This design comes from an exercise in tuning for small area on the open sky130 flow, not from production work.
The RTL was checked by simulation tests, not by an equivalence proof against the original design.

### flow/design.v
module cpu(
        input wire clk,
        input wire reset,
        output wire overflow_o,
        output wire zero_o,
        output wire if_id_flush_o,
        output wire stop_flag_o,
        output wire [31:0] instr_mem_address_o,
        output wire if_id_en_o,
        input wire [31:0] instr_mem_read_i,
        output wire [3:0] data_mem_we_o,
        output wire [31:0] data_mem_address_o,
        output wire [31:0] data_mem_write_o,
        input wire [31:0] data_mem_read_i
    );
    wire mem_to_reg_s;
    wire [4:0]alu_op_s;
    wire alu_src_b_s;
    wire rd_we_s;
    wire pc_next_sel_s;
    wire pc_operand_s;
    wire [1:0] alu_inverters_s;
    wire [31:0] instruction_s;
    wire branch_condition_s;
    wire [1:0] alu_forward_a_s;
    wire [1:0] alu_forward_b_s;
    wire branch_forward_a_s;
    wire branch_forward_b_s;
    wire if_id_flush_s;
    wire pc_en_s;
    wire if_id_en_s;
    wire jalr_operand_s;
    wire stop_flag_s;
    assign if_id_en_o = if_id_en_s;
    assign if_id_flush_o = if_id_flush_s;
    assign stop_flag_o = stop_flag_s;
    data_path d_path( 
    .clk(clk),
    .rst(reset),
    .mem_to_reg_i(mem_to_reg_s),
    .alu_op_i(alu_op_s),
    .alu_src_b_i(alu_src_b_s),
    .rd_we_i(rd_we_s),
    .pc_next_sel_i(pc_next_sel_s),
    .pc_operand_i(pc_operand_s),
    .jalr_operand_i(jalr_operand_s),
    .alu_inverters_i(alu_inverters_s),
    .stop_flag_i(stop_flag_s),
    .instruction_o(instruction_s),
    .branch_condition_o(branch_condition_s),
    .instr_mem_address_o(instr_mem_address_o),
	.instr_mem_read_i(instr_mem_read_i),
	.data_mem_address_o(data_mem_address_o),
	.data_mem_write_o(data_mem_write_o),
	.data_mem_read_i(data_mem_read_i),
    .alu_forward_a_i(alu_forward_a_s),
    .alu_forward_b_i(alu_forward_b_s),
    .branch_forward_a_i(branch_forward_a_s),
    .branch_forward_b_i(branch_forward_b_s),
    .overflow_o(overflow_o),
    .zero_o(zero_o),
    .if_id_flush_i(if_id_flush_s),
    .pc_en_i(pc_en_s),
    .if_id_en_i(if_id_en_s)
    );
    control_path c_path(
    .clk(clk),
    .rst_n(reset),
    .instruction_i(instruction_s),
    .branch_condition_i(branch_condition_s),  
    .mem_to_reg_o(mem_to_reg_s),
    .alu_op_o(alu_op_s),
    .alu_src_b_o(alu_src_b_s),
    .rd_we_o(rd_we_s),
    .pc_next_sel_o(pc_next_sel_s),
    .data_mem_we_o(data_mem_we_o),
    .pc_operand_o(pc_operand_s),
    .jalr_operand_o(jalr_operand_s),
    .alu_inverters_o(alu_inverters_s),
    .stop_flag_o(stop_flag_s),
    .alu_forward_a_o(alu_forward_a_s),
    .alu_forward_b_o(alu_forward_b_s),
    .branch_forward_a_o(branch_forward_a_s),
    .branch_forward_b_o(branch_forward_b_s),
    .if_id_flush_o(if_id_flush_s),
    .pc_en_o(pc_en_s),
    .if_id_en_o(if_id_en_s)
    );
endmodule
module data_path(
    input wire clk,
    input wire rst,
    input wire mem_to_reg_i,
    input wire[4:0] alu_op_i,
    input wire alu_src_b_i,
    input wire rd_we_i,
    input wire pc_next_sel_i,
    input wire pc_operand_i,
    input wire jalr_operand_i,
    input wire [1:0] alu_inverters_i,
    input wire stop_flag_i,
    output wire [31:0] instruction_o,
    output wire branch_condition_o,
    output wire [31:0] instr_mem_address_o,
	input wire [31:0] instr_mem_read_i,
	output wire [31:0] data_mem_address_o,
	output wire [31:0] data_mem_write_o,
	input wire [31:0] data_mem_read_i,
    input wire[1:0] alu_forward_a_i,
    input wire[1:0] alu_forward_b_i,
    input wire branch_forward_a_i,
    input wire branch_forward_b_i,
    output wire overflow_o,
    output wire zero_o,
    input wire if_id_flush_i,
    input wire pc_en_i,
    input wire if_id_en_i
);
    reg [31:0] if_id_reg;
    reg [31:0] pc_o;
    reg [31:0] mux_sel_o;
    reg [31:0] jump_address;
    wire [31:0] pc_inc_o;
    wire [31:0] instr_mem_o;
    always @*
    begin
        if(pc_next_sel_i == 1'b0) begin
            mux_sel_o = pc_inc_o;
        end
        else begin
            mux_sel_o = jump_address;
        end
    end
    assign pc_inc_o = pc_o + 4;  
    always @(posedge clk) 
    begin
        if (rst == 1'b1) begin
            pc_o <= 32'b0;
        end
        else begin
            if (stop_flag_i == 0) begin
                if(pc_en_i == 1'b1) begin
                    pc_o <= mux_sel_o;
                end
            end
        end
    end
    assign instr_mem_address_o = pc_o;
    assign instr_mem_o = instr_mem_read_i;
    always @(posedge clk) 
    begin
        if(rst == 1'b1) begin
            if_id_reg <= 64'b0;
        end
        else begin
            if (if_id_en_i == 1'b1) begin
                if (if_id_flush_i == 1'b1) begin
                    if_id_reg <= 32'b0;
                end
                else begin
                    if_id_reg <= pc_o;     
                end
            end
        end
    end
    reg [132:0] id_ex_reg;
    wire [4:0] rd_address_s;
    reg [31:0] rd_data_s;
    wire [31:0] rs1_data_s;
    wire [31:0] rs2_data_s;
    wire [31:0] imm_o;
    reg_file register_file (
        .clk(clk),
        .rst(rst),
        .rs1_address_i(instr_mem_o[19:15]),
        .rs1_data_o(rs1_data_s),
        .rs2_address_i(instr_mem_o[24:20]),
        .rs2_data_o(rs2_data_s),
        .rd_we_i(rd_we_i),
        .rd_address_i(rd_address_s),
        .rd_data_i(rd_data_s)
    );
    immediate imm(
        .instruction_i(instr_mem_o),
        .immediate_extended_o(imm_o)
    );
    reg [31:0] mux_a_res;
    reg [31:0] mux_b_res;
    wire [31:0] mem_fwd_s;
    assign instruction_o = instr_mem_o;
    always @*
    begin
        if(branch_forward_a_i == 1'b1)
        begin
            mux_a_res = mem_fwd_s;
        end
        else begin
            mux_a_res = rs1_data_s;
        end
        if(branch_forward_b_i == 1'b1)
        begin
            mux_b_res = mem_fwd_s;
        end
        else begin
            mux_b_res = rs2_data_s;
        end
    end
    always @*
    begin
        if (jalr_operand_i == 1'b0) begin
            jump_address = (imm_o + if_id_reg);
        end
        else begin
            jump_address = (imm_o + rs1_data_s);     
        end
    end
    branch_module branch(
        .operand1(mux_a_res),
        .operand2(mux_b_res),
        .opcode_i(instr_mem_o[6:0]),
        .funct3_i(instr_mem_o[14:12]),
        .branch_condition_o(branch_condition_o)
    );
    always @(posedge clk) 
    begin
        if(rst == 1'b1) begin
            id_ex_reg <= 132'b0;
        end
        else begin
            id_ex_reg[31:0] <= rs1_data_s;
            id_ex_reg[63:32] <= rs2_data_s;
            id_ex_reg[95:64] <= imm_o;
            id_ex_reg[100:96] <= instr_mem_o[11:7];
            id_ex_reg[132:101] <= if_id_reg;
        end
    end
    reg [68:0] ex_mem_reg;
    reg [31:0] alu_input_a, alu_input_b;  
    reg [31:0] alu_a_tmp, alu_b_tmp;
    reg [31:0] alu_a_inv, alu_b_inv;
    wire [31:0] alu_out_s;  
    always @*
    begin
        case(alu_forward_a_i)
            2'b00: alu_a_tmp = id_ex_reg[31:0];
            2'b01: alu_a_tmp = rd_data_s;
            2'b10: alu_a_tmp = mem_fwd_s;
            default: alu_a_tmp = 0;
        endcase
        case(alu_forward_b_i)
            2'b00: alu_b_tmp = id_ex_reg[63:32];
            2'b01: alu_b_tmp = rd_data_s;
            2'b10: alu_b_tmp = mem_fwd_s;
            default: alu_b_tmp = 0;
        endcase
    end
    always @*
    begin
        if(pc_operand_i == 1'b1)
        begin
            alu_a_inv = id_ex_reg[132:101];
        end
        else begin 
            alu_a_inv = alu_a_tmp;
        end
        if(alu_src_b_i == 1'b1)
        begin
            alu_b_inv = id_ex_reg[95:64];
        end
        else begin 
            alu_b_inv = alu_b_tmp;
        end
    end
    always @*
    begin
        case(alu_inverters_i)
            2'b00: begin
                alu_input_a = alu_a_inv;
                alu_input_b = alu_b_inv;
            end
            2'b01: begin
                alu_input_a = ~alu_a_inv;
                alu_input_b = alu_b_inv;
            end
            2'b10: begin
                alu_input_a = alu_a_inv;
                alu_input_b = ~alu_b_inv;
            end
            default: begin
                alu_input_a = ~alu_a_inv;
                alu_input_b = alu_b_inv;
            end
        endcase
    end
    alu alu_module(
     .a_i(alu_input_a),
     .b_i(alu_input_b),
     .op_i(alu_op_i),
     .res_o(alu_out_s),
     .zero_o(zero_o),
     .of_o(overflow_o),
     .clk(clk)
    );
    always @(posedge clk) 
    begin
        if(rst == 1'b1) begin
            ex_mem_reg <= 68'b0;
        end
        else begin
            ex_mem_reg[31:0] <= alu_out_s;
            ex_mem_reg[63:32] <= id_ex_reg[63:32];
            ex_mem_reg[68:64] <= id_ex_reg[100:96];
        end
    end
    reg [36:0] mem_wb_reg;
    wire [31:0] data_mem_o;
    assign data_mem_address_o = ex_mem_reg[31:0];
	assign data_mem_write_o = ex_mem_reg[63:32];
    assign data_mem_o = data_mem_read_i;
    assign mem_fwd_s = ex_mem_reg[31:0];
    always @(posedge clk) 
    begin
        if(rst == 1'b1) begin
            mem_wb_reg <= 36'b0;
        end
        else begin
            mem_wb_reg[31:0] <= ex_mem_reg[31:0];
            mem_wb_reg[36:32] <= ex_mem_reg[68:64];
        end
    end
    always @*
    begin
        if (mem_to_reg_i) begin
            rd_data_s = data_mem_o;
        end
        else begin
            rd_data_s = mem_wb_reg[31:0];
        end
    end
    assign rd_address_s = mem_wb_reg[36:32];
endmodule
module control_path(
    input wire clk,
    input wire rst_n,
    input wire[31:0] instruction_i,
    input wire branch_condition_i,  
    output wire mem_to_reg_o,
    output wire[4:0] alu_op_o,
    output wire alu_src_b_o,
    output wire rd_we_o,
    output wire pc_next_sel_o,
    output reg[3:0] data_mem_we_o,
    output wire pc_operand_o,
    output wire jalr_operand_o,
    output wire [1:0]alu_inverters_o,
    output wire stop_flag_o,
    output wire[1:0] alu_forward_a_o,
    output wire[1:0] alu_forward_b_o,
    output wire branch_forward_a_o,
    output wire branch_forward_b_o,
    output wire if_id_flush_o,
    output wire pc_en_o,
    output wire if_id_en_o
);
    reg[37:0] id_ex_reg;
    wire mem_to_reg_s;
    wire[1:0] data_mem_we_s;
    wire rd_we_s;
    wire alu_src_b_s;
    wire branch_s;
    wire[1:0] alu_2bit_op_s;
    wire rs1_in_use_s;
    wire rs2_in_use_s;
    wire pc_operand_s;
    wire stop_flag_s;
    wire stop_dec_s;
    reg stop_seen_s;
    wire control_pass_s;
    control_decoder cntrl_dec(
        .reset(rst_n),
        .opcode_i(instruction_i[6:0]),
        .funct3_i(instruction_i[14:12]),
        .mem_to_reg_o(mem_to_reg_s),
        .data_mem_we_o(data_mem_we_s),
        .rd_we_o(rd_we_s),
        .alu_src_b_o(alu_src_b_s),
        .branch_o(branch_s),
        .alu_2bit_op_o(alu_2bit_op_s),
        .rs1_in_use_o(rs1_in_use_s),
        .rs2_in_use_o(rs2_in_use_s),
        .pc_operand_o(pc_operand_s),
        .stop_flag_o(stop_dec_s)
    );
    always @(posedge clk)
    begin
        if(rst_n == 1'b1) begin
            stop_seen_s <= 1'b0;
        end
        else if(stop_dec_s == 1'b1) begin
            stop_seen_s <= 1'b1;
        end
    end
    assign stop_flag_s = (stop_dec_s | stop_seen_s) & (~rst_n);
    always @(posedge clk) 
    begin
        if(rst_n == 1'b1) begin
            id_ex_reg <= 38'b00000000000000000000000000000000000000;
        end
        else begin
            if(control_pass_s == 1'b1) begin
                id_ex_reg[0] <= control_pass_s;
                id_ex_reg[1] <= mem_to_reg_s;
                id_ex_reg[3:2] <= data_mem_we_s;
                id_ex_reg[4] <= rd_we_s;
                id_ex_reg[5] <= alu_src_b_s;
                id_ex_reg[6] <= branch_s;
                id_ex_reg[8:7] <= alu_2bit_op_s;
                id_ex_reg[9] <= rs1_in_use_s;
                id_ex_reg[10] <= rs2_in_use_s;
                id_ex_reg[11] <= pc_operand_s;
                id_ex_reg[14:12] <= instruction_i[14:12];  
                id_ex_reg[21:15] <= instruction_i[31:25];  
                id_ex_reg[26:22] <= instruction_i[11:7];  
                id_ex_reg[31:27] <= instruction_i[19:15];  
                id_ex_reg[36:32] <= instruction_i[24:20];  
                id_ex_reg[37] <= stop_flag_s;
            end
            else
            begin
                id_ex_reg <= 38'b00000000000000000000000000000000000000;  
            end
        end
    end
    assign jalr_operand_o = pc_operand_s;
    assign alu_src_b_o = id_ex_reg[5];
    assign pc_operand_o = id_ex_reg[11];
    assign pc_next_sel_o = branch_condition_i & branch_s;
    assign if_id_flush_o = branch_condition_i & branch_s;
    reg[9:0] ex_mem_reg;
    forwarding_unit fwd_unit(
        .rs1_address_id_i(instruction_i[19:15]),
        .rs2_address_id_i(instruction_i[24:20]),
        .rs1_address_ex_i(id_ex_reg[31:27]),
        .rs2_address_ex_i(id_ex_reg[36:32]),
        .rd_we_mem_i(ex_mem_reg[3]),
        .rd_address_mem_i(ex_mem_reg[8:4]),
        .rd_we_wb_i(mem_wb_reg[6]),
        .rd_address_wb_i(mem_wb_reg[5:1]),
        .alu_forward_a_o(alu_forward_a_o),
        .alu_forward_b_o(alu_forward_b_o),
        .branch_forward_a_o(branch_forward_a_o),
        .branch_forward_b_o(branch_forward_b_o)
    );
    alu_decoder alu_dcd(
        .alu_2bit_op_i(id_ex_reg[8:7]),
        .funct3_i(id_ex_reg[14:12]),
        .funct7_i(id_ex_reg[21:15]),
        .rs_2_i(id_ex_reg[36:32]),
        .alu_op_o(alu_op_o),
        .alu_inverters(alu_inverters_o)
    );
    always @(posedge clk) 
    begin
        if(rst_n == 1'b1) begin
            ex_mem_reg <= 10'b0000000000;
        end
        else begin
            ex_mem_reg[0] <= id_ex_reg[1];  
            ex_mem_reg[2:1] <= id_ex_reg[3:2];  
            ex_mem_reg[3] <= id_ex_reg[4];  
            ex_mem_reg[8:4] <= id_ex_reg[26:22];  
            ex_mem_reg[9] <= id_ex_reg[37];  
        end
    end
    reg[7:0] mem_wb_reg;
    always @(posedge clk) 
    begin
        if(rst_n == 1'b1) begin
            mem_wb_reg <= 8'b00000000;
        end
        else begin
            mem_wb_reg[0] <= ex_mem_reg[0];  
            mem_wb_reg[5:1] <= ex_mem_reg[8:4];  
            mem_wb_reg[6] <= ex_mem_reg[3];  
            mem_wb_reg[7] <= ex_mem_reg[9];  
        end
    end
    always @* begin
        case(ex_mem_reg[2:1])
            2'b00: data_mem_we_o = 4'b0000;
            2'b01: data_mem_we_o = 4'b0001;  
            2'b10: data_mem_we_o = 4'b0011;  
            2'b11: data_mem_we_o = 4'b1111;  
            default: data_mem_we_o = 4'b0000;
        endcase
    end
    assign rd_we_o = mem_wb_reg[6];
    assign mem_to_reg_o = mem_wb_reg[0];
    assign stop_flag_o = mem_wb_reg[7];
    hazard_unit hzrd_unit(
        .rs1_address_id_i(instruction_i[19:15]),
        .rs2_address_id_i(instruction_i[24:20]),
        .rs1_in_use_i(rs1_in_use_s),
        .rs2_in_use_i(rs2_in_use_s),
        .branch_id_i(branch_s),
        .rd_address_ex_i(id_ex_reg[26:22]),
        .mem_to_reg_ex_i(id_ex_reg[1]),
        .rd_we_ex_i(id_ex_reg[4]),
        .rd_address_mem_i(ex_mem_reg[8:4]),
        .mem_to_reg_mem_i(ex_mem_reg[0]),
        .pc_en_o(pc_en_o),
        .if_id_en_o(if_id_en_o),
        .control_pass_o(control_pass_s)
    );
endmodule
module control_decoder(
        input wire[6:0] opcode_i,  
        input wire[2:0] funct3_i,  
        input wire reset,
        output reg mem_to_reg_o,  
        output reg[3:0] data_mem_we_o,  
        output reg rd_we_o,  
        output reg alu_src_b_o,  
        output reg branch_o,  
        output reg[1:0] alu_2bit_op_o,  
        output reg rs1_in_use_o,  
        output reg rs2_in_use_o,  
        output reg stop_flag_o,  
        output reg pc_operand_o  
    );
    always @*
    begin
        case(opcode_i)
        7'b0110011:  
            begin
                mem_to_reg_o = 1'b0;
                data_mem_we_o = 4'b0000;
                rd_we_o = 1'b1;
                alu_src_b_o = 1'b0;
                branch_o = 1'b0;
                alu_2bit_op_o = 2'b10;
                rs1_in_use_o = 1'b1;
                rs2_in_use_o = 1'b1;
                pc_operand_o  = 1'b0;
            end
        7'b0010011:  
            begin
                mem_to_reg_o = 1'b0;
                data_mem_we_o = 4'b0000;
                rd_we_o = 1'b1;
                alu_src_b_o = 1'b1;  
                branch_o = 1'b0;
                alu_2bit_op_o = 2'b11;
                rs1_in_use_o = 1'b1;
                rs2_in_use_o = 1'b0;
                pc_operand_o  = 1'b0; 
            end 
        7'b0000011:  
            begin
                mem_to_reg_o = 1'b1;
                data_mem_we_o = 4'b0000;
                rd_we_o = 1'b1;
                alu_src_b_o = 1'b1;  
                branch_o = 1'b0;
                alu_2bit_op_o = 2'b00;
                rs1_in_use_o = 1'b1;
                rs2_in_use_o = 1'b0;
                pc_operand_o  = 1'b0; 
            end
        7'b1100011:  
            begin
                mem_to_reg_o = 1'b0;
                data_mem_we_o = 4'b0000;
                rd_we_o = 1'b0;
                alu_src_b_o = 1'b1;  
                branch_o = 1'b1;
                alu_2bit_op_o = 2'b01;
                rs1_in_use_o = 1'b1;
                rs2_in_use_o = 1'b1;
                pc_operand_o  = 1'b0; 
            end
        7'b0100011:  
            begin
                mem_to_reg_o = 1'b0;
                case(funct3_i)
                    3'b000: data_mem_we_o = 4'b0001;  
                    3'b001: data_mem_we_o = 4'b0011;  
                    3'b010: data_mem_we_o = 4'b1111;  
                    default: data_mem_we_o = 4'b0000;
                endcase
                rd_we_o = 1'b0;
                alu_src_b_o = 1'b1;  
                branch_o = 1'b0;
                alu_2bit_op_o = 2'b00;
                rs1_in_use_o = 1'b1;
                rs2_in_use_o = 1'b1;
                pc_operand_o  = 1'b0; 
            end
        7'b1100111:  
            begin
                mem_to_reg_o = 1'b0;
                data_mem_we_o = 4'b0000;
                rd_we_o = 1'b1;
                alu_src_b_o = 1'b1;  
                branch_o = 1'b1;
                alu_2bit_op_o = 2'b00;
                rs1_in_use_o = 1'b1;
                rs2_in_use_o = 1'b0;
                pc_operand_o  = 1'b1; 
            end
        7'b1101111:  
            begin
                mem_to_reg_o = 1'b0;
                data_mem_we_o = 4'b0000;
                rd_we_o = 1'b1;
                alu_src_b_o = 1'b1;  
                branch_o = 1'b1;
                alu_2bit_op_o = 2'b00;
                rs1_in_use_o = 1'b0;
                rs2_in_use_o = 1'b0;
                pc_operand_o  = 1'b0;
            end
        7'b0010111:  
            begin
                mem_to_reg_o = 1'b0;
                data_mem_we_o = 4'b0000;
                rd_we_o = 1'b1;
                alu_src_b_o = 1'b1;  
                branch_o = 1'b0;
                alu_2bit_op_o = 2'b00;
                rs1_in_use_o = 1'b0;
                rs2_in_use_o = 1'b0;
                pc_operand_o  = 1'b1;  
            end
        7'b0110111:  
            begin
                mem_to_reg_o = 1'b0;
                data_mem_we_o = 4'b0000;
                rd_we_o = 1'b1;
                alu_src_b_o = 1'b1;  
                branch_o = 1'b0;
                alu_2bit_op_o = 2'b00;
                rs1_in_use_o = 1'b0;
                rs2_in_use_o = 1'b0;
                pc_operand_o  = 1'b0;   
            end
        7'b1110011:  
            begin
                mem_to_reg_o = 1'b0;
                data_mem_we_o = 4'b0000;
                rd_we_o = 1'b0;
                alu_src_b_o = 1'b0;
                branch_o = 1'b0;
                alu_2bit_op_o = 2'b00;
                rs1_in_use_o = 1'b0;
                rs2_in_use_o = 1'b0;
                pc_operand_o  = 1'b0;
            end
        default:
            begin
                mem_to_reg_o = 1'b0;
                data_mem_we_o = 4'b0000;
                rd_we_o = 1'b0;
                alu_src_b_o = 1'b0;
                branch_o = 1'b0;
                alu_2bit_op_o = 2'b00;
                rs1_in_use_o = 1'b0;
                rs2_in_use_o = 1'b0;
                pc_operand_o  = 1'b0;
            end
        endcase
        stop_flag_o = (opcode_i == 7'b1110011) & (~reset);
    end
endmodule
module alu_decoder (
    input [1:0] alu_2bit_op_i,
    input [2:0] funct3_i,
    input [6:0] funct7_i,
    input [4:0] rs_2_i,
    output reg[1:0] alu_inverters,  
    output reg[4:0] alu_op_o  
);
    always @*
    begin
        alu_op_o = 5'b00000;
        alu_inverters = 2'b00; 
        if (alu_2bit_op_i == 2'b00) begin
            alu_op_o = 5'b00000;  
        end 
        else if (alu_2bit_op_i == 2'b01) begin
            alu_op_o = 5'b00001;  
        end 
        else if (alu_2bit_op_i == 2'b10) begin  
            case(funct7_i)
            7'b0000000:
                case(funct3_i)
                    3'b000: alu_op_o = 5'b00000;  
                    3'b001: alu_op_o = 5'b00010;  
                    3'b010: alu_op_o = 5'b00011;  
                    3'b011: alu_op_o = 5'b00100;  
                    3'b100: alu_op_o = 5'b00101;  
                    3'b101: alu_op_o = 5'b00110;  
                    3'b110: alu_op_o = 5'b00111;  
                    3'b111: alu_op_o = 5'b01000; 
                    default: alu_op_o = 5'b00000;
                endcase
            7'b0100000:
                case(funct3_i) 
                    3'b111: begin alu_op_o = 5'b01000; alu_inverters = 2'b10; end 
                    3'b110: begin alu_op_o = 5'b00111; alu_inverters = 2'b10; end  
                    3'b100: begin alu_op_o = 5'b00101; alu_inverters = 2'b11; end 
                    3'b000: alu_op_o = 5'b00001;  
                    3'b101: alu_op_o = 5'b01001; 
                default: alu_op_o = 5'b00000; 
                endcase
            7'b0000001:  
                case(funct3_i)
                    3'b000: alu_op_o = 5'b01010; 
                    3'b001: alu_op_o = 5'b01011; 
                    3'b010: alu_op_o = 5'b01100; 
                    3'b011: alu_op_o = 5'b01101; 
                    3'b100: alu_op_o = 5'b01110; 
                    3'b101: alu_op_o = 5'b01111; 
                    3'b110: alu_op_o = 5'b10000; 
                    3'b111: alu_op_o = 5'b10001; 
                default: alu_op_o = 5'b00000;
                endcase
            7'b0110000:  
                case(funct3_i)
                    3'b001: alu_op_o = 5'b10010; 
                    3'b101: alu_op_o = 5'b10011; 
                endcase
            7'b0000101:  
                case(funct3_i)
                    3'b110: alu_op_o = 5'b10100;  
                    3'b100: alu_op_o = 5'b10101;  
                    3'b101: alu_op_o = 5'b10110;  
                    3'b111: alu_op_o = 5'b10111;  
                    default:  alu_op_o = 5'b00000;
                endcase    
            7'b0000100:
                    if(rs_2_i == 5'b00000 && funct3_i == 3'b100) begin
                        alu_op_o = 5'b11111;  
                    end else begin
                        alu_op_o = 5'b00000;
                    end
            default:  alu_op_o = 5'b00000;
            endcase
        end 
        else if (alu_2bit_op_i == 2'b11) begin  
            case(funct7_i)
                7'b0110000:
                    if(funct3_i == 3'b001) begin
                        case(rs_2_i)
                            5'b00000: alu_op_o = 5'b11100;  
                            5'b00001: alu_op_o = 5'b11011;  
                            5'b00010: alu_op_o = 5'b11010;  
                            5'b00100: alu_op_o = 5'b11101;  
                            5'b00101: alu_op_o = 5'b11110;  
                            default: alu_op_o = 5'b00000;
                        endcase
                    end else begin
                        alu_op_o = 5'b00000;
                    end
                7'b0110100:
                    if(rs_2_i == 5'b11000 && funct3_i == 3'b101) begin
                        alu_op_o = 5'b11000;  
                    end else begin
                         alu_op_o = 5'b00000;
                    end
                7'b0010100:
                    if(rs_2_i == 5'b00111 && funct3_i == 3'b101) begin
                        alu_op_o = 5'b11001;  
                    end else begin
                        alu_op_o = 5'b00000;
                    end
                default:
                        case(funct3_i) 
                            3'b000: alu_op_o = 5'b00000;  
                            3'b001: alu_op_o = 5'b00010;  
                            3'b010: alu_op_o = 5'b00011;  
                            3'b011: alu_op_o = 5'b00100;  
                            3'b100: alu_op_o = 5'b00101;  
                            3'b101: alu_op_o = 5'b00110;  
                            3'b110: alu_op_o = 5'b00111;  
                            3'b111: alu_op_o = 5'b01000;  
                            default: alu_op_o = 5'b00000;
                        endcase
            endcase
        end 
        else 
            begin
                alu_op_o = 5'b00000;  
            end
    end
endmodule
module hazard_unit(
    input wire[4:0] rs1_address_id_i,
    input wire[4:0] rs2_address_id_i,
    input wire rs1_in_use_i,
    input wire rs2_in_use_i,
    input wire branch_id_i,
    input wire[4:0] rd_address_ex_i,
    input wire mem_to_reg_ex_i,
    input wire rd_we_ex_i,
    input wire[4:0] rd_address_mem_i,
    input wire mem_to_reg_mem_i,
    output reg pc_en_o,
    output reg if_id_en_o,
    output reg control_pass_o
);
    always @* begin
        pc_en_o = 1'b1;
        if_id_en_o = 1'b1;
        control_pass_o = 1'b1;
        if (branch_id_i == 1'b0) begin
            if (((rs1_address_id_i == rd_address_ex_i && rs1_in_use_i == 1'b1) || (rs2_address_id_i == rd_address_ex_i && rs2_in_use_i == 1'b1)) && mem_to_reg_ex_i == 1'b1 && rd_we_ex_i == 1'b1) begin
                pc_en_o = 1'b0;
                if_id_en_o = 1'b0;
                control_pass_o = 1'b0;
            end
        end
        else if (branch_id_i == 1'b1) begin
            if ((rs1_address_id_i == rd_address_ex_i || rs2_address_id_i == rd_address_ex_i) && rd_we_ex_i == 1'b1) begin
                pc_en_o = 1'b0;
                if_id_en_o = 1'b0;
                control_pass_o = 1'b0;
            end
            else if ((rs1_address_id_i == rd_address_mem_i || rs2_address_id_i == rd_address_mem_i) && mem_to_reg_mem_i == 1'b1) begin
                pc_en_o = 1'b0;
                if_id_en_o = 1'b0;
                control_pass_o = 1'b0;
            end
        end
    end
endmodule
module forwarding_unit(
    input wire[4:0] rs1_address_id_i,
    input wire[4:0] rs2_address_id_i,
    input wire[4:0] rs1_address_ex_i,
    input wire[4:0] rs2_address_ex_i,
    input wire rd_we_mem_i,
    input wire[4:0] rd_address_mem_i,
    input wire rd_we_wb_i,
    input wire[4:0] rd_address_wb_i,
    output wire[1:0] alu_forward_a_o,
    output wire[1:0] alu_forward_b_o,
    output wire branch_forward_a_o,
    output wire branch_forward_b_o
);
    reg [1:0] alu_forward_a_s;
    reg [1:0] alu_forward_b_s;
    reg branch_forward_a_s;
    reg branch_forward_b_s;
    assign alu_forward_a_o = alu_forward_a_s;
    assign alu_forward_b_o = alu_forward_b_s;
    assign branch_forward_a_o = branch_forward_a_s;
    assign branch_forward_b_o = branch_forward_b_s;
    always @*
    begin
        alu_forward_a_s = 2'b00;
        alu_forward_b_s = 2'b00;
        if (rd_we_wb_i && rd_address_wb_i != 5'b0) begin
            if (rs1_address_ex_i == rd_address_wb_i) begin
                alu_forward_a_s = 2'b01;
            end
            if (rs2_address_ex_i == rd_address_wb_i) begin
                alu_forward_b_s = 2'b01;
            end
        end
        if (rd_we_mem_i && rd_address_mem_i != 5'b0) begin
            if (rs1_address_ex_i == rd_address_mem_i) begin
                alu_forward_a_s = 2'b10;
            end
            if (rs2_address_ex_i == rd_address_mem_i) begin
                alu_forward_b_s = 2'b10;
            end
        end
    end
    always @*
    begin
        branch_forward_a_s = 1'b0;
        branch_forward_b_s = 1'b0;
        if (rd_we_mem_i && rd_address_mem_i != 5'b0) begin
            if (rs1_address_id_i == rd_address_mem_i) begin
                branch_forward_a_s = 1'b1;
            end
            if (rs2_address_id_i == rd_address_mem_i) begin
                branch_forward_b_s = 1'b1;
            end
        end
    end
endmodule
module branch_module(
        input wire [31:0] operand1,
        input wire [31:0] operand2,
        input wire [6:0] opcode_i,
        input wire [2:0] funct3_i,
        output wire branch_condition_o
    );
    reg branch_o;
    wire signed [31:0] op1_s, op2_s;
    wire [31:0] op1_i, op2_u;
    assign op1_s = operand1;
    assign op2_s = operand2;
    assign op1_u = operand1;
    assign op2_u = operand2;
    always @(operand1, operand2, funct3_i, opcode_i)
    begin
           if(opcode_i == 7'b1100011) begin
                case(funct3_i)
                3'b000:  
                    if(operand1 == operand2) begin
                        branch_o = 1'b1;
                    end
                    else begin
                        branch_o = 1'b0;
                    end
                3'b001:  
                    if(operand1 != operand2) begin
                        branch_o = 1'b1;
                    end
                    else begin
                        branch_o = 1'b0;
                    end
                3'b100:  
                    if(op1_s < op2_s) begin
                        branch_o = 1'b1;
                    end
                    else begin
                        branch_o = 1'b0;
                    end
                3'b101:  
                    if(op1_s >= op2_s) begin
                        branch_o = 1'b1;
                    end
                    else begin
                        branch_o = 1'b0;
                    end
                3'b110:  
                    if(op1_u < op2_u) begin
                        branch_o = 1'b1;
                    end
                    else begin
                        branch_o = 1'b0;
                    end
                3'b111:  
                    if(op1_u > op2_u) begin
                        branch_o = 1'b1;
                    end
                    else begin
                        branch_o = 1'b0;
                    end
                default:
                    branch_o = 1'b0;
                endcase
           end
           else if(opcode_i == 7'b1100111 || opcode_i == 7'b1101111)
           begin
                branch_o = 1'b1;
           end 
           else begin          
                branch_o = 1'b0;
           end
    end
    assign branch_condition_o = branch_o;
endmodule
module immediate (
    input [31:0] instruction_i,
    output reg[31:0] immediate_extended_o
);
    always @(*)
    begin
        case (instruction_i[6:0])    
            7'b0000011, 7'b0010011, 7'b1100111:  
                begin
                    if(instruction_i[31] == 1'b0) begin
                        immediate_extended_o = {20'b00000000000000000000, instruction_i[31:20]};
                    end 
                    else begin
                        immediate_extended_o = {20'b11111111111111111111, instruction_i[31:20]};
                    end
                end
            7'b1100011:  
                begin
                    if(instruction_i[31] == 1'b0) begin
                        immediate_extended_o = {19'b0000000000000000000, instruction_i[31], instruction_i[7], instruction_i[30:25], instruction_i[11:8], 1'b0};
                    end 
                    else begin
                        immediate_extended_o = {19'b1111111111111111111, instruction_i[31], instruction_i[7], instruction_i[30:25], instruction_i[11:8], 1'b0};
                    end
                end
            7'b0100011:  
                begin
                    if(instruction_i[31] == 1'b0) begin
                        immediate_extended_o = {20'b00000000000000000000, instruction_i[31:25], instruction_i[11:7]};
                    end 
                    else begin
                        immediate_extended_o = {20'b11111111111111111111, instruction_i[31:25], instruction_i[11:7]};
                    end
                end
            7'b0110111:  
                immediate_extended_o = {instruction_i[31:12],12'b000000000000};
            7'b1101111:  
                begin
                    if(instruction_i[31] == 1'b0) begin
                        immediate_extended_o = {11'b00000000000, instruction_i[31], instruction_i[19:12], instruction_i[20], instruction_i[30:21], 1'b0};
                    end 
                    else begin
                        immediate_extended_o = {11'b11111111111, instruction_i[31], instruction_i[19:12], instruction_i[20], instruction_i[30:21], 1'b0};
                    end
                end
            default:
                immediate_extended_o = 32'b00000000000000000000000000000000;
        endcase
    end
endmodule
module reg_file #(
    parameter NUMBER_OF_REGISTERS = 32,
    parameter DATA_WIDTH = 32
) (
    input clk,
    input rst,
    input [$clog2(NUMBER_OF_REGISTERS)-1:0] rs1_address_i,
    output wire[DATA_WIDTH-1:0] rs1_data_o,
    input [$clog2(NUMBER_OF_REGISTERS)-1:0] rs2_address_i,
    output wire[DATA_WIDTH-1:0] rs2_data_o,
    input rd_we_i,
    input [$clog2(NUMBER_OF_REGISTERS)-1:0] rd_address_i,
    input [DATA_WIDTH-1:0] rd_data_i
);
    reg [DATA_WIDTH-1:0] mem [0:NUMBER_OF_REGISTERS-1];
    integer i;  
    wire rs1_bypass = rd_we_i && (rd_address_i != 5'b0) && (rd_address_i == rs1_address_i);
    wire rs2_bypass = rd_we_i && (rd_address_i != 5'b0) && (rd_address_i == rs2_address_i);
    assign rs1_data_o = rs1_bypass ? rd_data_i : mem[rs1_address_i];
    assign rs2_data_o = rs2_bypass ? rd_data_i : mem[rs2_address_i];
    always @(posedge clk) begin
        if (rst == 1'b1) begin
            for (i = 0; i < NUMBER_OF_REGISTERS; i = i + 1) begin
                mem[i] <= {(DATA_WIDTH){1'b0}};  
            end
        end
        else if (rd_we_i == 1'b1) begin
            if(rd_address_i != 5'b0) begin
                mem[rd_address_i] <= rd_data_i;
            end
        end
    end
endmodule
module alu #(
    parameter DATA_WIDTH = 32
) (
    input [DATA_WIDTH-1:0] a_i,
    input [DATA_WIDTH-1:0] b_i,
    input [4:0] op_i,
    input clk,
    output reg[DATA_WIDTH-1:0] res_o,
    output zero_o,
    output of_o
);
    wire signed [DATA_WIDTH-1:0] a_signed;
    wire signed [DATA_WIDTH-1:0] b_signed;
    wire [DATA_WIDTH-1:0] reversed_input;
    wire [DATA_WIDTH-1:0] cpop_o;
    wire [5:0] clz_o;
    wire [5:0] ctz_o;
    reg [7:0] byte0;
    reg [7:0] byte1;
    reg [7:0] byte2;
    reg [7:0] byte3;
    reg [7:0] LSB;
    reg [15:0] LSH;
    reg [2*DATA_WIDTH-1:0] tmp2Xlen;
    wire [63:0] mul_res_s;
    assign a_signed = a_i;
    assign b_signed = b_i;
    generate
        genvar i;
        for (i = 0; i < 32; i = i + 1) begin
            assign reversed_input[i] = a_i[DATA_WIDTH-1 - i];
        end
    endgenerate
    always @* begin
        byte0 = 8'b0;
        byte1 = 8'b0;
        byte2 = 8'b0;
        byte3 = 8'b0;
        LSB = 8'b0;
        LSH = 16'b0;
        case (op_i)
            5'b00000:    
                begin
                    res_o = a_signed + b_signed;
                end 
            5'b00001:    
                begin
                    res_o = a_signed - b_signed;
                end 
            5'b00010:    
                begin
                    res_o = a_i << b_i;
                end
            5'b00011:    
                begin
                    if (a_signed < b_signed) begin
                        res_o = {31'b0, 1'b1};
                    end
                    else begin
                        res_o = 32'b0;
                    end
                end
            5'b00100:    
                begin
                    if (a_i < b_i) begin
                        res_o = {31'b0, 1'b1};
                    end
                    else begin
                        res_o = 32'b0;
                    end
                end
            5'b00101:    
                begin
                    res_o = a_i ^ b_i;
                end
            5'b00110:    
                begin
                    res_o = a_i >> b_i;
                end
            5'b00111:    
                begin
                    res_o = a_i | b_i;
                end
            5'b01000:    
                begin
                    res_o = a_i & b_i;
                end
            5'b01001:    
                begin
                    res_o = a_i >>> b_i;
                end
            5'b01010:    
                begin
                    res_o = mul_res_s[31:0];
                end
            5'b01011:    
                begin
                    res_o = mul_res_s[63:32];
                end
            5'b01100:    
                begin
                    res_o = mul_res_s[63:32];
                end
            5'b01101:    
                begin
                    res_o = mul_res_s[63:32];
                end
            5'b10010:    
                begin
                    res_o = (a_i << b_i[4:0]) | (a_i >> ((DATA_WIDTH - b_i[4:0])));  
                end
            5'b10011:    
                begin
                    res_o = (a_i >> b_i[4:0]) | (a_i << ((DATA_WIDTH - b_i[4:0])));  
                end
            5'b10100:    
                begin
                    if (a_signed > b_signed) begin
                        res_o = a_i;
                    end
                    else begin
                        res_o = b_i;
                    end
                end
            5'b10111:    
                begin
                    if (a_i > b_i) begin
                        res_o = a_i;
                    end
                    else begin
                        res_o = b_i;
                    end
                end
            5'b10101:    
                begin
                    if (a_signed < b_signed) begin
                        res_o = a_i;
                    end
                    else begin
                        res_o = b_i;
                    end
                end
            5'b10110:    
                begin
                    if (a_i < b_i) begin
                        res_o = a_i;
                    end
                    else begin
                        res_o = b_i;
                    end
                end
            5'b11000:    
                begin
                    byte0 = a_i[7:0];
                    byte1 = a_i[15:8];
                    byte2 = a_i[23:16];
                    byte3 = a_i[31:24];
                    res_o = {byte0, byte1, byte2, byte3};
                end
            5'b11001:    
                begin
                    byte0 = (a_i[7:0] != 8'b0) ? 8'b11111111 : 8'b00000000;
                    byte1 = (a_i[15:8] != 8'b0) ? 8'b11111111 : 8'b00000000;
                    byte2 = (a_i[23:16] != 8'b0) ? 8'b11111111 : 8'b00000000;
                    byte3 = (a_i[31:24] != 8'b0) ? 8'b11111111 : 8'b00000000;
                    res_o = {byte3, byte2, byte1, byte0};
                end
            5'b11010:    
                begin
                    res_o = cpop_o;
                end
            5'b11011:    
                begin
                    res_o = {26'b0,ctz_o};
                end
            5'b11100:    
                begin
                   res_o = {26'b0,clz_o};
                end
            5'b11101:    
                begin
                    LSB = a_i[7:0];
                    if (LSB[7] == 1'b1) begin
                        res_o = {{24{1'b1}}, LSB};
                    end 
                    else begin
                        res_o = {{24{1'b0}}, LSB};
                    end
                end
            5'b11110:    
                begin
                    LSH = a_i[15:0];
                    if (LSH[15] == 1'b1) begin
                        res_o = {{16{1'b1}}, LSH};
                    end 
                    else begin
                        res_o = {{16{1'b0}}, LSH};
                    end
                end
            5'b11111:    
                begin
                    res_o = {{16{1'b0}}, a_i[15:0]};
                end
            default: 
                res_o = 32'b0;
        endcase
    end
    assign zero_o = res_o == 32'b0 ? 1'b1 : 1'b0;
    assign of_o = 1'b0;
    clz_encoder #(.WIDTH_IN(DATA_WIDTH)) clz_0 (
                        .in(a_i),
                        .out(clz_o)
                    );
    clz_encoder #(.WIDTH_IN(DATA_WIDTH)) ctz_0 (
                        .in(reversed_input),
                        .out(ctz_o)
                    );
    cpop_module #(.DATA_WIDTH(DATA_WIDTH)) cpop_inst (
                        .in(a_i),
                        .out(cpop_o)
                    );
     signed_mul smul(
        .a_i(a_signed),
        .b_i(b_signed),
        .res_o(mul_res_s),
        .clk(clk)
     );
endmodule
module signed_mul(
        input wire [31:0] a_i,
        input wire [31:0] b_i,
        output wire [63:0] res_o,
        input wire clk
    );
    wire [31:0] abs_a;
    wire [31:0] abs_b;
    wire [63:0] unsigned_product;
    wire sign_a;
    wire sign_b;
    wire product_sign;
    assign sign_a = a_i[31];
    assign sign_b = b_i[31];
    assign abs_a = sign_a ? -a_i : a_i;
    assign abs_b = sign_b ? -b_i : b_i;
    unsigned_mul u_mult (
        .a_i(abs_a),
        .b_i(abs_b),
        .res_o(unsigned_product),
        .clk(clk)
    );
    assign product_sign = sign_a ^ sign_b;
    assign res_o = product_sign ? -unsigned_product : unsigned_product;
endmodule
module unsigned_mul (
    input wire clk,
    input wire [31:0] a_i,
    input wire [31:0] b_i,
    output wire [63:0] res_o
);
	wire [31:0] m1,m2,m3,m4;	
	multiplier mul1(
	   .a(a_i[15:0]),
	   .b(b_i[15:0]),
	   .res(m1),
	   .clk(clk)
	);	
	multiplier mul2(
	   .a(a_i[15:0]),
	   .b(b_i[31:16]),
	   .res(m2),
	   .clk(clk)
	);	
	multiplier mul3(
	   .a(a_i[31:16]),
	   .b(b_i[15:0]),
	   .res(m3),
	   .clk(clk)
	);
	multiplier mul4(
	   .a(a_i[31:16]),
	   .b(b_i[31:16]),
	   .res(m4),
	   .clk(clk)
	);			
    assign res_o = (m4<<32) + ((m2+m3) << 16) + m1;
endmodule
(* use_dsp = "yes" *) module multiplier(
    input wire clk,
    input wire [15:0] a,
    input wire [15:0] b,
    output wire [31:0] res
);
   assign res = a*b;
endmodule
module enc
(
   input [1:0] d,
   output reg [1:0] q
);
   always @* begin
      case (d[1:0])
         2'b00    :  q = 2'b10;
         2'b01    :  q = 2'b01;
         default  :  q = 2'b00;
      endcase
   end
endmodule  
module clzi #
(
   parameter   N = 2,
   parameter   WI = 2 * N,
   parameter   WO = N + 1
)
(
   input [WI-1:0] d,
   output reg [WO-1:0] q
);
   always @* begin
      if (d[N - 1 + N] == 1'b0) begin
         q[WO-1] = (d[N-1+N] & d[N-1]);
         q[WO-2] = 1'b0;
         q[WO-3:0] = d[(2*N)-2 : N];
      end else begin
         q[WO-1] = d[N-1+N] & d[N-1];
         q[WO-2] = ~d[N-1];
         q[WO-3:0] = d[N-2 : 0];
      end
   end
endmodule  
module clz_encoder #(
    parameter WIDTH_IN = 32, 
    parameter WIDTH_OUT = $clog2(WIDTH_IN)+1
) (
    input [WIDTH_IN-1:0] in,
    output [WIDTH_OUT-1:0] out
);
    genvar i;
    wire [31:0] encoder_o;
    wire [23:0] a;
    wire [15:0] b;
    wire [9:0] c;
    generate
        for (i = 0; i < 16; i = i + 1) begin
            enc e1(
                .d(in[i*2+1:i*2]),
                .q(encoder_o[i*2+1:i*2])
            );
        end
        for (i = 0; i < 8; i = i + 1) begin
            clzi #(.N(2)) m1 (
                .d(encoder_o[i*4+3:i*4]),
                .q(a[i*3+2:i*3])
            );
        end
        for (i = 0; i < 4; i = i + 1) begin
            clzi #(.N(3)) m2 (
                .d(a[i*6+5:i*6]),
                .q(b[i*4+3:i*4])
            );
        end
        for (i = 0; i < 2; i = i + 1) begin
            clzi #(.N(4)) m3 (
                .d(b[i*8+7:i*8]),
                .q(c[i*5+4:i*5])
            );
        end
        clzi #(.N(5)) m4 (
                .d(c[9:0]),
                .q(out)
            );
    endgenerate
endmodule
module cpop_module #(
    parameter DATA_WIDTH = 32
) (
    input [DATA_WIDTH-1:0] in,
    output reg [DATA_WIDTH-1:0] out
);
reg [DATA_WIDTH-1:0] tmpOut;
reg [DATA_WIDTH-1:0] tmpIn;
    always @* begin
        tmpIn = in;
        tmpOut = ((tmpIn & 32'hAAAAAAAA) >> 1) + (tmpIn & 32'h55555555);
        tmpIn = ((tmpOut & 32'hCCCCCCCC) >> 2) + (tmpOut & 32'h33333333);
        tmpOut = ((tmpIn & 32'hF0F0F0F0) >> 4) + (tmpIn & 32'h0F0F0F0F);
        tmpIn = ((tmpOut & 32'hFF00FF00) >> 8) + (tmpOut & 32'h00FF00FF);
        tmpOut = (tmpIn >> 16) + (tmpIn & 32'h0000FFFF);
        out = tmpOut;
    end    
endmodule
### flow/run.sh
#!/bin/bash
# synth_recipe.tcl (not shown) runs the flow's synth.tcl, then flattens the netlist and writes it again
# the make line also repeats each setting of config.mk as NAME=value (left out here)
make -C /OpenROAD-flow-scripts/flow DESIGN_CONFIG=/design/flow/config.mk WORK_HOME=/design/flow/orfs CLKGATE_MAP_FILE= SYNTH_SCRIPT=/design/flow/synth_recipe.tcl finish
### flow/config.mk
export PLATFORM = sky130hd
export DESIGN_NAME = cpu
export DESIGN_NICKNAME = cpu
export VERILOG_FILES = /design/flow/design.v
export SDC_FILE = /design/flow/constraint.sdc
export NUM_CORES = 4
export LEC_CHECK = 0
export CAP_MARGIN = 20
export CORE_MARGIN = 2
export CORE_UTILIZATION = 40
export SLEW_MARGIN = 20
### flow/constraint.sdc
create_clock -name core_clock -period 30.0 [get_ports {clk}]
set_input_delay 6.0000 -clock core_clock [delete_from_list [all_inputs] [get_ports {clk}]]
set_output_delay 6.0000 -clock core_clock [all_outputs]
set_load 0.01 [all_outputs]
==> impl_metrics.json <==
{
  "vias": 114000,
  "worst_pin_slew_ns": 1.39,
  "drt-wirelength-per-cell_um": 37.0,
  "finalHoldViolations": 0,
  "drt_iter0_drc": 15200,
  "r2r-start": "c_path.id_ex_reg[20]",
  "syn2layout_area_growth_pct": 12.7,
  "grt_pass1_vias": 111000,
  "clock_path_buffers": 3,
  "async_reset_ff_share_pct": 0,
  "synth_edf_count": 1024,
  "cp_top_family": "simple AND/OR/NAND/NOR gates",
  "critPathKind": "in -> out",
  "slowest_delay_ns": 0.58,
  "ff_latch_area_um2": 38100,
  "ys.flop_type": "edfxtp_1",
  "status": "finished clean",
  "die-area_um2": 329000,
  "io_buffer_count": 169,
  "setup_viol": 0,
  "yosysSeqAreaShare_pct": 29.3,
  "max_freq_mhz": 33.8,
  "track_usage_pct": 39.7,
  "min_from": "c_path.id_ex_reg[3]",
  "core_um2": 324000,
  "fin_crit_ns": 29.62,
  "ant_nets": 0,
  "syn_area_per_cell_um2": 9.84,
  "htree_num_levels": 4,
  "multiInputGateArea_um2": 84800,
  "clkTransAtPathRegs_ns": 0.06,
  "start_util_pct": 40.1,
  "slew_violations": 0,
  "dr.pass1.iters": 10,
  "yosys_register_bits": 1389,
  "routed_wl_um": 663000,
  "critical_path.startpoint": "data_mem_read_i[0]",
  "skew_ns": 0.0320,
  "antenna_found_initial": 76,
  "cts_made_buffers": 140,
  "cp.arrival_ns": 23.62,
  "crit_buf_inv": 16,
  "cts_tree": "yes",
  "stdcell_count": 17900,
  "fillers": 31000,
  "drc": 0,
  "endpoint": "zero_o",
  "largest_register_ffs": 1024,
  "ios": 171,
  "final_cell_mix": "nor2_1, inv_1, nand2_1, edfxtp_1, buf_4",
  "cts_root_buf": "clkbuf_16",
  "grt.overflow.total": 0,
  "worstSetupPathDepth": 64,
  "clock_sinks": 1389,
  "rows": 209,
  "whs_path_depth": 1,
  "cp-start-kind": "primary input",
  "setup-tns-final_ns": 0,
  "die_w_um": 574,
  "final_common_cell": "nor2_1",
  "yosys.cell_types.count": 108,
  "slowest_stage": "or4_1",
  "ys_warn_count": 18,
  "period_share_pct": 98.7,
  "viasPerCell": 6.33,
  "grt_pass1_wl_um": 910000,
  "hpwl_um": 488000,
  "synthesis.area_um2": 130000,
  "end_kind": "output pin",
  "r2r_setup_slack_ns": 11.00,
  "insertion_delay_ns": 0.81,
  "maxCapViolCount": 0,
  "nets": 15100,
  "r2r-end": "d_path.ex_mem_reg[31]",
  "rsz0062_at_grt": "no",
  "slew_headroom_pct": 7.47,
  "place_congestion": 1.12,
  "hold_class": "reg -> reg",
  "synth_cells": 13200,
  "fin_util_pct": 45.2,
  "drive_above_1_share_pct": 16.5,
  "crit_path_max_fanout": 7,
  "crit_top_cell": "buf_4",
  "die_h_um": 574,
  "dp_cells": 17600,
  "worstPathRequired_ns": 24.00,
  "grt_max_degree": 127,
  "worst-r2r-cell-count": 65
}
==> worst reg2reg max path, delay by kind of cell, from the launching register on <==
family	cells	cell delay (ns)
compound gates	16	3.93
simple gates	24	6.37
mux	1	0.28
buf+inv	6	1.39
fa+ha+maj	14	5.85
xor+xnor	4	0.54
flops	1	0.55
==> worst min path at each step <==
stage	end	slack, ns
6_report	c_path.ex_mem_reg[2]	0.44
5_1_grt	c_path.ex_mem_reg[2]	0.46
4_1_cts	c_path.ex_mem_reg[2]	0.44
3_5_place_dp	c_path.ex_mem_reg[2]	0.42
3_3_place_gp	c_path.mem_wb_reg[7]	0.42
2_1_floorplan	c_path.ex_mem_reg[1]	0.41
==> metrics by stage <==
step                area, um2  worst slack (ns)  hold slack [ns]
floorplan              130000              1.58            0.414
global placement       141000            0.0513            0.418
detailed placement     141000         -0.000730            0.423
CTS                    146000            0.0803            0.438
global route           146000           0.00838            0.456
finish                 146000             0.385            0.435
==> timing repair <==
action                                  in CTS  in global routing
setup buffers                                0                  2
pin swaps                                    0                  3
endpoints found under the setup margin       1                  1
hold buffers                                 0                  0
gates resized for setup                      1                 11
==> cells in the mapped netlist, types with 75 or more instances <==
master	n	area, um2
a211oi_1	207	1550
a21o_1	114	856
a21oi_1	461	2310
and2_1	113	707
buf_1	113	424
buf_4	83	623
clkbuf_1	784	2940
dfxtp_1	365	7310
edfxtp_1	1024	30700
fa_1	870	17400
ha_1	788	9860
inv_1	1136	4260
mux2i_1	244	2440
mux4_2	674	15200
nand2_1	1149	4310
nand2b_1	75	469
nand3_1	193	966
nand4_1	144	901
nor2_1	2054	7710
nor2b_1	235	1470
nor3_1	192	961
nor4_1	77	482
o211ai_1	105	788
o21ai_0	376	1880
or3_1	80	500
xnor2_1	286	2500
xor2_1	87	762
==> area by class of cell <==
type	instances	area share, %
flip-flops and latches	1389	26.0
inverters	1153	2.96
repair buffers	1090	6.13
multi-input cells	9637	57.9
clock buffers	185	2.63
well taps	4325	3.70
clock inverters	69	0.523
diodes	77	0.132
==> kinds of logic (layout without fill, tap and decap cells) <==
logic type               Yosys count  after routing  share of synthesized area, %
AO/OA/AOI/OAI                   2025           2025                          10.6
XOR/XNOR                         375            375                          2.54
adder cells (fa/ha/maj)         1658           1658                          21.0
buffers and inverters           2209           2497                          6.74
flip-flops                      1389           1389                          29.3
multiplexers                     977            977                          14.1
other                              1            110                       0.00289
AND/OR/NAND/NOR                 4569           4569                          15.8
==> per-layer routing <==
| layer | share of wire [%] | track usage, % | vias to the layer above | wire length [um] |
|---|---|---|---|---|
| met3 | 9.6 | 10.6 | 2526 | 63400 |
| met4 | 12 | 38.9 | 40 | 79200 |
| li1 | - | - | 46900 | - |
| met2 | 45 | 61.2 | 7653 | 297000 |
| met5 | 0.040 | 0 | - | 262 |
| met1 | 34 | 44.1 | 56500 | 222000 |

[static timing again, ports no longer ideal]
No port has a modelled driver above. Below, the same layout with a new extraction and two added sets of constraints. Step 1 sets driving cells, clkbuf_16 on the clock port and buf_2 on the other inputs (assumed; they add their load-dependent delay and slew). Step 2 also shifts input and output timing later by t, the mid clock arrival at the registers, as if the neighbouring blocks saw the same clock. Three values: ideal, step 1, step 2; two values: the first two.
t (ns): 0.873
slack for setup (ns): 0.385 / 0.254 / 0.254
latest minus earliest clock arrival (ns): 0.033 / 0.032
worst slew at a driven data input, ns: 0.14
After both steps this run still meets setup and hold. For this run, drivers alone change the setup slack by -0.131 ns; drivers and shift together by -0.131 ns.
